What follows belongs to an exercise in optimizing a design on an open flow for small area; a production flow would make more cautious choices.
In this exercise RTL edits were held to simulation tests only and were not proved equivalent to the original.
Power and IR drop assume default switching activity.

`flow/design.v`:
```
`timescale 1ns / 1ps
module main(
        input Reset,
        input oscillator,
        output reg [7:0] pc_sampled,
        input [7:0] instruction,
        output [6:0] LED1,
        output [6:0] LED2,
        output [6:0] LED3,
        output [6:0] LED4,
        output [6:0] LED5,
        output [6:0] LED6
    );
    wire CLK = oscillator;
    function [6:0] seg;
        input [3:0] v;
        case (v)
            4'h0: seg = 7'b1111110;
            4'h1: seg = 7'b0110000;
            4'h2: seg = 7'b1101101;
            4'h3: seg = 7'b1111001;
            4'h4: seg = 7'b0110011;
            4'h5: seg = 7'b1011011;
            4'h6: seg = 7'b1011111;
            4'h7: seg = 7'b1110000;
            4'h8: seg = 7'b1111111;
            4'h9: seg = 7'b1111011;
            4'hA: seg = 7'b1110111;
            4'hB: seg = 7'b0011111;
            4'hC: seg = 7'b1001110;
            4'hD: seg = 7'b0111101;
            4'hE: seg = 7'b1001111;
            default: seg = 7'b1000111;
        endcase
    endfunction
    wire [1:0] op  = instruction[7:6];
    wire [1:0] rs  = instruction[5:4];
    wire [1:0] rt  = instruction[3:2];
    wire [1:0] imm = instruction[1:0];
    wire is_add = (op == 2'b00);
    wire is_lw  = (op == 2'b01);
    wire is_sw  = (op == 2'b10);
    wire is_j   = (op == 2'b11);
    wire [7:0] ext = {{6{imm[1]}}, imm};
    reg [7:0] R0, R1, R2, R3;
    wire [7:0] A  = rs[1] ? (rs[0] ? R3 : R2) : (rs[0] ? R1 : R0);
    wire [7:0] Bt = rt[1] ? (rt[0] ? R3 : R2) : (rt[0] ? R1 : R0);
    wire [7:0] addr = A + ext;
    wire [7:0] sum  = A + Bt;
    wire [7:0] alu  = (op[1] ^ op[0]) ? addr : sum;
    reg valid;
    always @(posedge CLK or posedge Reset)
        if (Reset) valid <= 1'b0;
        else       valid <= 1'b1;
    wire in_range = (addr[7:5] == 3'b000);
    wire [255:0] flat;
    genvar i;
    generate
        for (i = 0; i < 32; i = i + 1) begin : g_word
            localparam [7:0] INIT = (i < 16) ? i : (16 - i);
            reg [7:0] memory;
            wire we = is_sw && in_range && (addr[4:0] == i);
            wire hold = valid & ~we;
            always @(posedge CLK)
                memory <= (memory & {8{hold}}) | ((Bt ^ INIT) & {8{we}});
            assign flat[i*8 +: 8] = memory;
        end
    endgenerate
    wire [7:0] rd_x = flat[addr[4:0]*8 +: 8];
    wire [7:0] init_rd = addr[4] ? (8'd16 - {3'b0, addr[4:0]}) : {4'b0, addr[3:0]};
    wire [7:0] rdata = in_range ? ((rd_x & {8{valid}}) ^ init_rd) : 8'b0;
    wire [7:0] wd = is_lw ? rdata : alu;
    wire [1:0] wa = op[0] ? rt : imm;
    wire rwe = ~op[1];
    always @(posedge CLK or posedge Reset) begin
        if (Reset) begin
            R0 <= 8'b0; R1 <= 8'b0; R2 <= 8'b0; R3 <= 8'b0;
        end else if (rwe) begin
            case (wa)
                2'd0: R0 <= wd;
                2'd1: R1 <= wd;
                2'd2: R2 <= wd;
                default: R3 <= wd;
            endcase
        end
    end
    wire [7:0] npc = pc_sampled + (is_j ? ext + 8'd1 : 8'd1);
    always @(posedge CLK or posedge Reset)
        if (Reset) pc_sampled <= 8'b0;
        else       pc_sampled <= npc;
    wire [7:0] third = is_sw ? addr : is_j ? npc : {6'b0, wa};
    assign LED1 = seg(wd[7:4]);
    assign LED2 = seg(wd[3:0]);
    assign LED3 = is_sw ? seg(Bt[7:4]) : 7'b0000000;
    assign LED4 = is_sw ? seg(Bt[3:0]) : is_j ? 7'b1011000 : 7'b0000101;
    assign LED5 = seg(third[7:4]);
    assign LED6 = seg(third[3:0]);
endmodule
```
`flow/flow/run.sh`:
```
#!/bin/bash
# Own layout flow: the standard ORFS flow, with two changes in synthesis
# (the register mapping is untouched, so the registers keep the standard
# synthesis's names and cell types):
#  - the combinational logic is mapped by ABC with flow/area.abc
#  - Yosys's extract_fa step (fixed half/full adder cells) is skipped
# Every tool's output goes to a log file in this folder (make_*.log) and in
# orfs/logs/.
set -euo pipefail
HERE=$(pwd)
F=$HERE/flow
{
  echo "proc abc {args} {"
  echo "  set i [lsearch \$args -script]"
  echo "  lset args [expr {\$i+1}] $F/area.abc"
  echo "  set j [lsearch \$args -D]"
  echo "  if {\$j >= 0} { set args [lreplace \$args \$j [expr {\$j+1}]] }"
  echo "  yosys abc {*}\$args"
  echo "}"
  echo "proc extract_fa {args} { puts \"extract_fa skipped\" }"
  cat "$HERE/synth_recipe.tcl"
} > "$HERE/own_synth.tcl"
KNOBS=()
if [[ -f "$F/knobs.txt" ]]; then
  while read -r line; do [[ -n "$line" ]] && KNOBS+=("$line"); done < "$F/knobs.txt"
fi
TARGET=finish
[[ -n "${FP_ONLY:-}" ]] && TARGET=floorplan
make -C "$FLOW_HOME" DESIGN_CONFIG="$HERE/config.mk" WORK_HOME="$HERE/orfs" CLKGATE_MAP_FILE= \
  SYNTH_SCRIPT="$HERE/own_synth.tcl" "${KNOBS[@]}" $TARGET > "$HERE/make_$TARGET.log" 2>&1
[[ -n "${FP_ONLY:-}" ]] && exit 0
R=$HERE/orfs/results/${FLOW_PLATFORM:-sky130hd}/main/base
: # left out here: write the final layout as DEF
```
`flow/flow/area.abc`:
```
&get -n
&st
&dch
&nf
&put
topo
```
`flow/flow/knobs.txt`:
```
BUFFER_PORTS_ARGS=-buffer_cell sky130_fd_sc_hd__buf_2
```
`flow/standard.sh`:
```
#!/bin/bash
# synth_recipe.tcl (not shown) runs the flow's synth.tcl, then flattens the netlist and writes it again
# the make line also repeats each setting of config.mk as NAME=value (left out here)
make -C /OpenROAD-flow-scripts/flow DESIGN_CONFIG=/design/flow/config.mk WORK_HOME=/design/flow/orfs CLKGATE_MAP_FILE= SYNTH_SCRIPT=/design/flow/synth_recipe.tcl "${@:-finish}"
```
`flow/config.mk`:
```
export PLATFORM = sky130hd
export DESIGN_NAME = main
export DESIGN_NICKNAME = main
export VERILOG_FILES = /design/flow/design.v
export SDC_FILE = /design/flow/constraint.sdc
export NUM_CORES = 4
export LEC_CHECK = 0
export CAP_MARGIN = 20
export CORE_MARGIN = 2
export CORE_UTILIZATION = 40
export SLEW_MARGIN = 20
```
`flow/constraint.sdc`:
```
create_clock -name core_clock -period 7.8 [get_ports {oscillator}]
set_input_delay 1.5600 -clock core_clock [delete_from_list [all_inputs] [get_ports {oscillator}]]
set_output_delay 1.5600 -clock core_clock [all_outputs]
set_load 0.01 [all_outputs]
```
==> notes.md, run 1 <==
DRC viols=0; CTS sink cnt=297; GRT Max-Usage Layer=met2; leading cell type by number of instances after synthesis=dfxtp_1; DP Area=15000 um^2; Routed WL=43.4 mm; Synth async-reset ratio=13.8%; Max-Cap Viols=0; htree depth=2; worst slew pin tran=1010 ps; vias in the first global route=11500; Hold Startpoint=g_word[13].memory[0]; Arr. time, crit path=5940 ps; synth top area cells=dfxtp_1 38%, a22o_1 11%, mux4_2 9.6%; Seq/Total Area, Yosys=45.3%; post-synth top area share=37.8%; Initial Utilization=40.6%; area delta synth->final=19.5%; DRT iter0 DRCs=1156; core area=33400 um^2; Syn Inst Count=1298; Pleak=6.11 nW; Final Skew=17.7 ps; GRT Total Usage=24.3%; Rows=67; EDFF count, synth=0; Worst-Skew Late Latency=540 ps; Max Freq=133 MHz; startpoint types=input port; design area=16200 um^2; drt via density=6.12; Worst Hold Class=reg2reg; largest net degree at the start of global routing=44; Final setup violation count=0; Final HPWL DP=29.9 mm; clock-pin slew on the worst setup and hold paths=60 ps; via count=11900; 1st-pass router iterations=5; Die Width=188 um; number of routed nets with antenna violations=0; Crit path required time=6240 ps; Crit Path Category=in2out; R2R depth=13; RSZ-0062 raised after global routing=false; TNS Setup=0 ps; FF+latch count, synth=297; Slew HR=32.2%; ANT cells=0; Final Non-Filler Cells=1936; Worst Hold Path Cells=2; M3 GR Usage=3.97%; Cell variety after synth=55; r2r setup slk=2960 ps; Tmin final=7500 ps; Final Hold Vio Count=0; die area=35400 um^2; # hold bufs at CTS=0; Syn Area/Cell=10.5 um^2; reg-to-reg endpoint=g_word[0].memory[3]; crit path max fanout=16; WHS Endpoint=g_word[13].memory[0]; Peak VDD IR=0.466 mV; period utilisation layout=96.1%; reg-to-reg startpoint=R3[1]; layout net count=1475; fin util=48.5%; dominant synthesized flop cell=dfxtp_1; Routability Congestion=0.904; Post-Syn Nets=1308; CTS tree=yes; commonest cells in the synthesized netlist=256 x dfxtp_1, 169 x a22o_1, 150 x nor2_1, 80 x nand2_1, 66 x o21ai_0; Ys Warns=1; total power=0.00748 W; grt total ovfl=0; placed insts=1875; critical path capture point type=output pin; fillcell total=3091; initial antenna violation count=0; TritonCTS Buffers=34; Max Transition Viols Final=0; Clock Path Buffers=3; Die Ht=188 um; M2 GR Usage=36.6%; Post-Synthesis Cell Area=13600 um^2; M1 GR Usage=34.8%; wire length per cell=22.4 um; area leader, netlist=dfxtp_1; outcome=complete, no violations; IO Port Bufs=59; CTS root buf=clkbuf_16; IO Count=60; Pwr Density=461 nW/um^2; share of cells above drive strength 1=16.5%; first-pass GRT wire length=67.5 mm
## worst max-delay path by stage
stage               endpoint            from  depth (start not counted)
finish               LED2[3]  instruction[4]                         15
global route         LED1[2]  instruction[4]                         17
global placement     LED2[3]  instruction[4]                         16
CTS                  LED2[6]  instruction[4]                         14
detailed placement   LED2[6]  instruction[4]                         14
floorplan            LED1[6]  instruction[4]                         12
## flip-flops by register name, summed over array words and instances (netlist names)
signal and cells:
g_word.memory 256, R0 8, R1 8, R2 8
R3 8, pc_sampled 8, valid 1
## logic make-up after synthesis
family	after synthesis	share of synthesized area [%]
multiplexers	94	12.5
AO/OA/AOI/OAI	474	26.2
buffers and inverters	15	0.415
adder cells (fa/ha/maj)	4	0.295
other	1	0.0276
flip-flops	297	45.3
AND/OR/NAND/NOR	361	11.9
XOR/XNOR	52	3.36
## cell usage in the layout (no fill, tap or decap), types with 35 or more instances in the layout
cell	n
dfxtp_1	256
a22o_1	169
nor2_1	149
nand2_1	79
buf_4	69
o21ai_0	65
nor3_1	65
o2bb2ai_1	60
a21oi_1	59
buf_2	59
mux4_2	58
dfrtp_1	41
xnor2_1	35
## worst max-delay path: stages
cell	delay (ps)
buf_2	150
mux4_2	600
nand2_1	330
o31ai_1	160
buf_4	170
xnor2_2	450
nor2_1	310
o31a_1	200
o41a_1	380
or4_1	530
a31oi_1	390
nor2_2	210
a221oi_1	240
nor2_1	90
buf_2	150
## where the power goes
part,total [W],internal (W),leakage [nW],switching [W]
Sequential,0.00175,0.00165,2.54,0.0000982
Combinational,0.00410,0.00150,3.02,0.00260
Clock,0.00163,0.000975,0.554,0.000658
## layer usage
layer  routed length [um]  share of wire, %
met5                    0                 0
met2                18900                44
met3                 2970               6.9
met4                 1700               3.9
met1                19800                46
## cell type report
type	count	area [um^2]	area share, %
sequential	297	6150	37.9
tap	448	561	3.46
inverter	15	56.3	0.347
multi-input combinational	986	7420	45.8
clock inverter	8	174	1.07
timing repair buffer	131	873	5.39
clock buffer	51	975	6.01
## metrics by stage
stage,setup slack [ps],hold WS (ps)
after floorplan,157,420
after global placement,304,429
after detailed placement,207,438
after CTS,196,452
after global routing,4.98,473
final,304,448
## what timing repair did
action,in CTS,in global routing
endpoints found under the setup margin,0,8
resized for setup,0,2
setup buffers,0,2
==> run 2, diff against run 1 <==
==> flow/flow/area.abc (replaced) <==
&get -n
&st
&dch -f
&nf -R 1000
&put
&get -n
&st
&dch -f
&nf -R 1000
&put
&get -n
&st
&dch -f
&nf -R 1000
&put
&get -n
&st
&dch -f
&nf -R 1000
&put
topo
==> flow/flow/knobs.txt (replaced) <==
BUFFER_PORTS_ARGS=-buffer_cell sky130_fd_sc_hd__buf_1
CTS_ARGS=-sink_clustering_enable -repair_clock_nets -sink_clustering_size 10 -sink_clustering_max_diameter 40 -buf_list sky130_fd_sc_hd__clkbuf_4 -dont_use_dummy_load
CAP_MARGIN=10
SLEW_MARGIN=10
CORE_UTILIZATION=60
==> run 2 against run 1 <==
Via count grew 4.2%. Area after synthesis fell by 5.4%. Power is 8.5% lower. First-iteration DRC count fell by 7.1%. Worst hold slack better by 8.2 ps. Setup slack got worse by 67 ps. Critical path type unchanged. Highest routed layer unchanged.
==> notes.md, run 2 <==
Crit path max-delay family=compound AO/OA/AOI/OAI gates (was simple AND/OR/NAND/NOR gates); critical-path cell list=clkbuf_2 -> buf_4 -> mux4_2 -> nand2_1 -> o21ai_0 -> o21ai_1 -> buf_4 -> nand2_1 -> o21ai_0 -> o21ai_1 -> maj3_1 -> mux2i_1 -> o21ai_0 -> xnor2_1 -> or3_4 -> nor2_2 -> a21oi_2 -> inv_2 -> o21ai_0 -> nor2b_4 -> buf_4 -> a32oi_1 -> buf_1 (was buf_2 -> mux4_2 -> nand2_1 -> o31ai_1 -> buf_4 -> xnor2_2 -> nor2_1 -> o31a_1 -> o41a_1 -> or4_1 -> a31oi_1 -> nor2_2 -> a221oi_1 -> nor2_1 -> buf_2); Buf/Inv on CP=6 (was 3); Final Hold Vio Count=0 (unchanged); Syn Area/Cell=8.93 um^2 (was 10.5 um^2); Tmin final=7560 ps (was 7500 ps); DP Area=14000 um^2 (was 15000 um^2); Worst Hold Path Cells=2 (unchanged); share of cells above drive strength 1=9.03% (was 16.5%); via count=12400 (was 11900); worst hold slack=457 ps (was 448 ps); Die Ht=150 um (was 188 um); Crit path required time=6240 ps (about the same); Crit Path Category=in2out (unchanged); Syn Inst Count=1438 (was 1298); Max-Cap Viols=0 (unchanged); dominant synthesized flop cell=dfxtp_1 (unchanged); number of routed nets with antenna violations=0 (unchanged); crit path max fanout=5 (was 16); Die Width=150 um (was 188 um); largest register by flop count=g_word.memory (unchanged); Hold Startpoint=g_word[25].memory[4] (was g_word[13].memory[0]); core area=21000 um^2 (was 33400 um^2); most frequent cells in the layout=256 x dfxtp_1, 236 x o21ai_0, 217 x nand2_1, 114 x a22o_1, 112 x o22ai_1 (was 256 x dfxtp_1, 169 x a22o_1, 149 x nor2_1, 79 x nand2_1, 69 x buf_4); outcome=complete, no violations (unchanged); design area=14400 um^2 (was 16200 um^2); r2r setup slk=2010 ps (was 2960 ps); EDFF count, synth=0 (unchanged); TritonCTS Buffers=41 (was 34); placed insts=1837 (was 1875); CTS sink cnt=297 (unchanged); R2R depth=18 (was 13); first-pass GRT wire length=63.1 mm (was 67.5 mm); htree depth=2 (unchanged); Worst-Skew Late Latency=690 ps (was 540 ps); most common cell after layout, fill and taps aside=dfxtp_1 (unchanged); drt via density=6.57 (was 6.12); area delta synth->final=11.9% (was 19.5%); Final WS setup=237 ps (was 304 ps); area leader, netlist=dfxtp_1 (unchanged); wire length per cell=21.7 um (was 22.4 um); Routed WL=40.8 mm (was 43.4 mm); startpoint types=input port (unchanged); initial antenna violation count=1 (was 0); critical path capture point type=output pin (unchanged); # hold bufs at CTS=0 (unchanged); Initial Utilization=61.1% (was 40.6%); post-synth top area share=39.9% (was 37.8%); Arr. time, crit path=6000 ps (was 5940 ps); Final Skew=128 ps (was 17.7 ps); vias in the first global route=11300 (was 11500); Ys Warns=1 (unchanged); layout net count=1617 (was 1475); Routability Congestion=0.944 (was 0.904); 1st-pass router iterations=8 (was 5); CTS root buf=clkbuf_4 (was clkbuf_16); Peak VDD IR=0.439 mV (was 0.466 mV); Final HPWL DP=26.7 mm (was 29.9 mm); WHS Endpoint=g_word[25].memory[4] (was g_word[13].memory[0]); synth top area cells=dfxtp_1 40%, o21ai_0 9.4%, dfrtp_1 8.0% (was dfxtp_1 38%, a22o_1 11%, mux4_2 9.6%); Post-Syn Nets=1448 (was 1308); period utilisation layout=97.0% (was 96.1%); GRT Total Usage=36.0% (was 24.3%); commonest cells in the synthesized netlist=256 x dfxtp_1, 241 x o21ai_0, 221 x nand2_1, 117 x o22ai_1, 114 x a22o_1 (was 256 x dfxtp_1, 169 x a22o_1, 150 x nor2_1, 80 x nand2_1, 66 x o21ai_0); slowest cell on the critical path=mux4_2 (unchanged); Cell variety after synth=48 (was 55); clock-pin slew on the worst setup and hold paths=70 ps (was 60 ps); grt total ovfl=0 (unchanged); Final setup violation count=0 (unchanged); DRC viols=0 (unchanged); Clock Path Buffers=3 (unchanged); Seq/Total Area, Yosys=47.9% (was 45.3%); die area=22600 um^2 (was 35400 um^2); CTS tree=yes (unchanged); Final Non-Filler Cells=1881 (was 1936); Post-Synthesis Cell Area=12800 um^2 (was 13600 um^2); Slew HR=21.0% (was 32.2%); IO Port Bufs=59 (unchanged); Synth async-reset ratio=13.8% (unchanged); Slowest Stage Delay on Critical Path=510 ps (was 600 ps); post-placement setup slack=-116 ps (was 207 ps); FF+latch count, synth=297 (unchanged); Rows=53 (was 67); worst slew pin tran=1180 ps (was 1010 ps); Worst Hold Class=reg2reg (unchanged); leading cell type by number of instances after synthesis=dfxtp_1 (unchanged); number of flip-flops in the largest register=256 (unchanged); reg-to-reg startpoint=R3[1] (unchanged); Pwr Density=476 nW/um^2 (was 461 nW/um^2); Max Transition Viols Final=0 (unchanged); reg-to-reg endpoint=g_word[6].memory[3] (was g_word[0].memory[3]); most used cell, CP=o21ai_0; IO Count=60 (unchanged); DRT iter0 DRCs=1074 (was 1156); Max Freq=132 MHz (was 133 MHz); largest net degree at the start of global routing=59 (was 44); Pleak=5.25 nW (was 6.11 nW)
-- run 2: cell types whose count changed in the layout (fill, tap and decap cells not counted), sizes merged, moves of 37 or more --
cell | previous run | this run
a22o | 169 | 114
nand2 | 80 | 221
nor2 | 150 | 94
o22ai | 26 | 117
nor3 | 65 | 28
o2bb2ai | 60 | 0
o21ai | 66 | 241
mux4 | 58 | 13
-- run 2: through the flow --
step                      total power, W  util [%]  setup TNS, ps
after floorplan                  0.00429         -              0
after global placement           0.00588      66.5              0
after detailed placement         0.00591      66.5           -368
after CTS                        0.00666      68.0              0
after global routing             0.00721      68.3          -48.1
final                            0.00684      68.3              0
-- run 2: report_power, final --
group          total (W)  internal [W]  switching, W
clock network   0.000734      0.000242      0.000492
logic            0.00437       0.00147       0.00290
registers        0.00175       0.00165     0.0000972
total            0.00684       0.00336       0.00348
-- run 2: cell families (layout without fill, tap and decap cells) --
family | after synthesis | in the layout | share of synthesized area [%]
muxes | 23 | 23 | 3.07
DFF | 297 | 297 | 47.9
xor gates and xnor gates | 51 | 51 | 3.48
adders and majority gates | 3 | 3 | 0.234
other | 1 | 2 | 0.0292
buffers and inverters | 11 | 178 | 0.322
and+or+nand+nor | 436 | 436 | 14.5
AOI/OAI and AO/OA | 616 | 616 | 30.4
-- run 2: worst min-delay path, delay by kind of cell, from the launching register on --
family             cells  cell delay [ps]
and+or+nand+nor        1               40
AOI/OAI and AO/OA      1               50
DFF                    1              330
-- run 2: layout make-up --
type,instances,area [um^2]
multi-input cells,1130,6740
fillers,1823,6660
flip-flops and latches,297,6150
repair buffers,126,777
well taps,275,344
clock buffers,41,308
inverters,11,41.3
diodes,1,2.50
-- run 2: worst max path at each step --
stage | startpoint | to | slack, ps | depth (start not counted)
6_report | instruction[4] | LED1[5] | 240 | 23
5_1_grt | instruction[4] | LED1[5] | -20 | 23
4_1_cts | instruction[4] | LED2[6] | 50 | 21
3_5_place_dp | instruction[4] | LED1[3] | -120 | 18
3_3_place_gp | instruction[4] | LED1[3] | 100 | 23
2_1_floorplan | instruction[4] | LED2[3] | 360 | 19
-- run 2: timing repair --
action	in CTS	in global routing
endpoints found under the setup margin	7	14
setup buffers	0	2
resized for setup	6	18
pin swaps	0	3
-- run 2: routing by layer --
layer / vias to the layer above / part of all wire (%) / global-route usage [%]
li1: 5790 / - / -
met1: 5812 / 42 / 50.8
met3: 126 / 9.7 / 6.67
met5: - / 0 / 0
met4: 0 / 4.7 / 16.0
met2: 627 / 43 / 53.8
==> run 3, diff against run 2 <==
--- a/flow/flow/knobs.txt
+++ b/flow/flow/knobs.txt
@@ -4,2 +4,3 @@
 SLEW_MARGIN=10
-CORE_UTILIZATION=60
+CORE_UTILIZATION=70
+PLACE_DENSITY=0.7
==> run 3 against run 2 <==
Maximum frequency shrank 0.66%. Via count grew 3.4%. Cell area shrank 0.62%. Area after synthesis is the same. Count of clock-buffer cells in the layout shrank 2. Utilization grew 11 points. Combinational power is essentially flat. Critical endpoint is now LED1[3].
==> notes.md, run 3 <==
Setup crit start=instruction[4] (unchanged); 1st-pass router iterations=8 (unchanged); Max Freq=131 MHz (was 132 MHz); synth top area cells=dfxtp_1 40%, o21ai_0 9.4%, dfrtp_1 8.0% (unchanged); area leader, netlist=dfxtp_1 (unchanged); Crit path required time=6240 ps (about the same); Max-Cap Viols=0 (unchanged); M3 GR Usage=7.78% (was 6.67%); leading cell type by number of instances after synthesis=dfxtp_1 (unchanged); most frequent cells in the layout=256 x dfxtp_1, 239 x o21ai_0, 217 x nand2_1, 114 x a22o_1, 113 x o22ai_1 (was 256 x dfxtp_1, 236 x o21ai_0, 217 x nand2_1, 114 x a22o_1, 112 x o22ai_1); Arr. time, crit path=6050 ps (was 6000 ps); Syn Area/Cell=8.93 um^2 (unchanged); CTS tree=yes (unchanged); TritonCTS Buffers=39 (was 41); Final Skew=147 ps (was 128 ps); Peak VDD IR=0.484 mV (was 0.439 mV); Die Ht=139 um (was 150 um); CTS sink cnt=297 (unchanged); Initial Utilization=71.5% (was 61.1%); Ys Warns=1 (unchanged); Slowest Stage Delay on Critical Path=530 ps (was 510 ps); Post-Syn Nets=1448 (unchanged); Routability Congestion=0.960 (was 0.944); Seq/Total Area, Yosys=47.9% (unchanged); outcome=complete, no violations (unchanged); Slew HR=21.8% (was 21.0%); commonest cells in the synthesized netlist=256 x dfxtp_1, 241 x o21ai_0, 221 x nand2_1, 117 x o22ai_1, 114 x a22o_1 (unchanged); Worst-Skew Late Latency=700 ps (was 690 ps); total power=0.00681 W (was 0.00684 W); Clock Path Buffers=3 (unchanged); Tmin final=7610 ps (was 7560 ps); Final setup violation count=0 (unchanged); layout net count=1618 (was 1617); htree depth=2 (unchanged); first-pass GRT wire length=64.1 mm (was 63.1 mm); Syn Inst Count=1438 (unchanged); wire length per cell=22.1 um (was 21.7 um); worst slew pin tran=1160 ps (was 1180 ps); dominant synthesized flop cell=dfxtp_1 (unchanged); Post-Synthesis Cell Area=12800 um^2 (unchanged); Rows=49 (was 53); largest net degree at the start of global routing=44 (was 59); Die Width=139 um (was 150 um); slowest cell on the critical path=mux4_2 (unchanged); IO Count=60 (unchanged); Crit Path Category=in2out (unchanged); Synth async-reset ratio=13.8% (unchanged); CTS root buf=clkbuf_4 (unchanged); area of the multi-input gates=6730 um^2 (was 6740 um^2); core area=18000 um^2 (was 21000 um^2); initial antenna violation count=1 (unchanged); RSZ-0062 raised after global routing=true; GRT Max-Usage Layer=met2 (unchanged); reg-to-reg startpoint=R1[1] (was R3[1]); M1 GR Usage=57.2% (was 50.8%); Pleak=5.23 nW (was 5.25 nW); Final WS setup=187 ps (was 237 ps); M2 GR Usage=63.4% (was 53.8%); area delta synth->final=11.2% (was 11.9%); via count=12800 (was 12400); share of cells above drive strength 1=8.84% (was 9.03%); post-placement setup slack=-249 ps (was -116 ps); post-synth top area share=39.9% (unchanged); grt total ovfl=0 (unchanged); vias in the first global route=12000 (was 11300); Worst Hold Class=reg2reg (unchanged); clock-pin slew on the worst setup and hold paths=80 ps (was 70 ps); DRC viols=0 (unchanged); critical-path cell list=buf_1 -> buf_4 -> mux4_2 -> nand2_1 -> o21ai_0 -> o21ai_2 -> nand2_1 -> o21ai_0 -> o21ai_1 -> maj3_1 -> mux2i_1 -> o21ai_0 -> xnor2_1 -> or3_4 -> nor2_4 -> a21oi_2 -> clkinv_1 -> o21ai_0 -> nor2b_4 -> nand2_1 -> a31oi_1 -> buf_1 (was clkbuf_2 -> buf_4 -> mux4_2 -> nand2_1 -> o21ai_0 -> o21ai_1 -> buf_4 -> nand2_1 -> o21ai_0 -> o21ai_1 -> maj3_1 -> mux2i_1 -> o21ai_0 -> xnor2_1 -> or3_4 -> nor2_2 -> a21oi_2 -> inv_2 -> o21ai_0 -> nor2b_4 -> buf_4 -> a32oi_1 -> buf_1); sequential cell area=6150 um^2 (unchanged); drt via density=6.96 (was 6.57); startpoint types=input port (unchanged); # hold bufs at CTS=0 (unchanged); critical path capture point type=output pin (unchanged); Pwr Density=477 nW/um^2 (was 476 nW/um^2); most common cell after layout, fill and taps aside=dfxtp_1 (unchanged); Final HPWL DP=27.4 mm (was 26.7 mm); Final Hold Vio Count=0 (unchanged); die area=19400 um^2 (was 22600 um^2); Buf/Inv on CP=4 (was 6); Routed WL=40.6 mm (was 40.8 mm); period utilisation layout=97.6% (was 97.0%); DRT iter0 DRCs=1547 (was 1074); most used cell, CP=o21ai_0 (unchanged); crit path max fanout=7 (was 5); IO Port Bufs=59 (unchanged); worst hold slack=459 ps (was 457 ps); number of routed nets with antenna violations=0 (unchanged); largest register by flop count=g_word.memory (unchanged); Crit path max-delay family=compound AO/OA/AOI/OAI gates (unchanged); Cell variety after synth=48 (unchanged); EDFF count, synth=0 (unchanged); Max Transition Viols Final=0 (unchanged); fillcell total=1246 (was 1823); FF+latch count, synth=297 (unchanged); Hold Startpoint=g_word[11].memory[4] (was g_word[25].memory[4]); number of flip-flops in the largest register=256 (unchanged); GRT Total Usage=40.9% (was 36.0%)
==> run 3: cell counts after synthesis <==
No cell type changed its count.
==> run 3: final timing paths <==
check / endpoint / slack [ps] / depth (start not counted)
max in group asynchronous: R1[3] / 6330 / 3
min in group asynchronous: R0[0] / 1010 / 3
hold / removal: g_word[11].memory[4] / 460 / 2
setup / recovery: LED1[3] / 190 / 22
setup reg to reg: g_word[8].memory[6] / 2180 / 17
hold reg to reg: g_word[11].memory[4] / 460 / 2
==> run 3: report_power, final <==
part	switching, W	internal [W]
sequential	0.000105	0.00165
combinational	0.00288	0.00147
clock	0.000480	0.000231
total	0.00347	0.00335
==> run 3: cell type report <==
cell class	instances	share of cell area (%)
multi-input cells	1130	47.1
flip-flops and latches	297	43.1
repair buffers	129	5.41
clock buffers	39	2.05
well taps	229	2.01
inverters	11	0.289
diodes	1	0.0175
==> run 3: through the flow <==
| stage | utilization [%] | cell area [um^2] | TNS (ps) | std cells |
|---|---|---|---|---|
| 6_report | 79.5 | 14300 | 0 | 1836 |
| 5_1_grt | 79.5 | 14300 | -508 | 1836 |
| 4_1_cts | 79.1 | 14200 | 0 | 1833 |
| 3_5_place_dp | 77.4 | 13900 | -949 | 1794 |
| 3_3_place_gp | 77.4 | 13900 | -83.2 | 1794 |
| 2_1_floorplan | - | 12800 | 0 | 1438 |
==> run 3: logic make-up after synthesis <==
logic type / share of synthesized area (%)
AO/OA/AOI/OAI: 30.4
AND/OR/NAND/NOR: 14.5
flip-flops: 47.9
XOR/XNOR: 3.48
multiplexers: 3.07
buffers and inverters: 0.322
adder cells (fa/ha/maj): 0.234
other: 0.0292
==> run 3: worst min-delay path: cells and delay by family (launching register included) <==
family	cells	cell delay (ps)
DFF	1	330
AOI/OAI and AO/OA	1	50
and+or+nand+nor	1	40
==> run 3: timing repair <==
item / in CTS / in global routing
pin swaps: 0 / 1
gates resized for setup: 3 / 15
hold endpoints to repair: 0 / 0
buffers inserted: 0 / 2
endpoints found under the setup margin: 8 / 17
==> run 3: metal layers <==
layer,wire (um),share of wire (%)
met1,16000,39
met2,18000,44
met3,4880,12
met4,1700,4.2
met5,0,0

==> re-timing with driven ports <==
How much do the figures lean on ideal ports? The routed layouts below were timed once more, with nothing changed but the port constraints. Step 1 assumes that a clkbuf_16 drives the clock port and a buf_2 every other input. Step 2, shift: input delay + t, output delay - t, t = (earliest + latest rising clock arrival at the registers) / 2. This alone moves slack from input paths to output paths. Slacks: ideal ports / drivers / drivers and shift; pairs: ideal ports / drivers.
run | t, ns | setup slack, ns | worst setup path after step 2 | worst register clock-pin slew, ns
run 1 | 0.574 | 0.304 / 0.278 / 0.278 | input to output | 0.06 / 0.06
run 2 | 0.672 | 0.237 / 0.211 / 0.211 | input to output | 0.11 / 0.11
run 3 | 0.670 | 0.187 / 0.162 / 0.162 | input to output | 0.12 / 0.12
After both steps setup and hold are still met in every run listed.
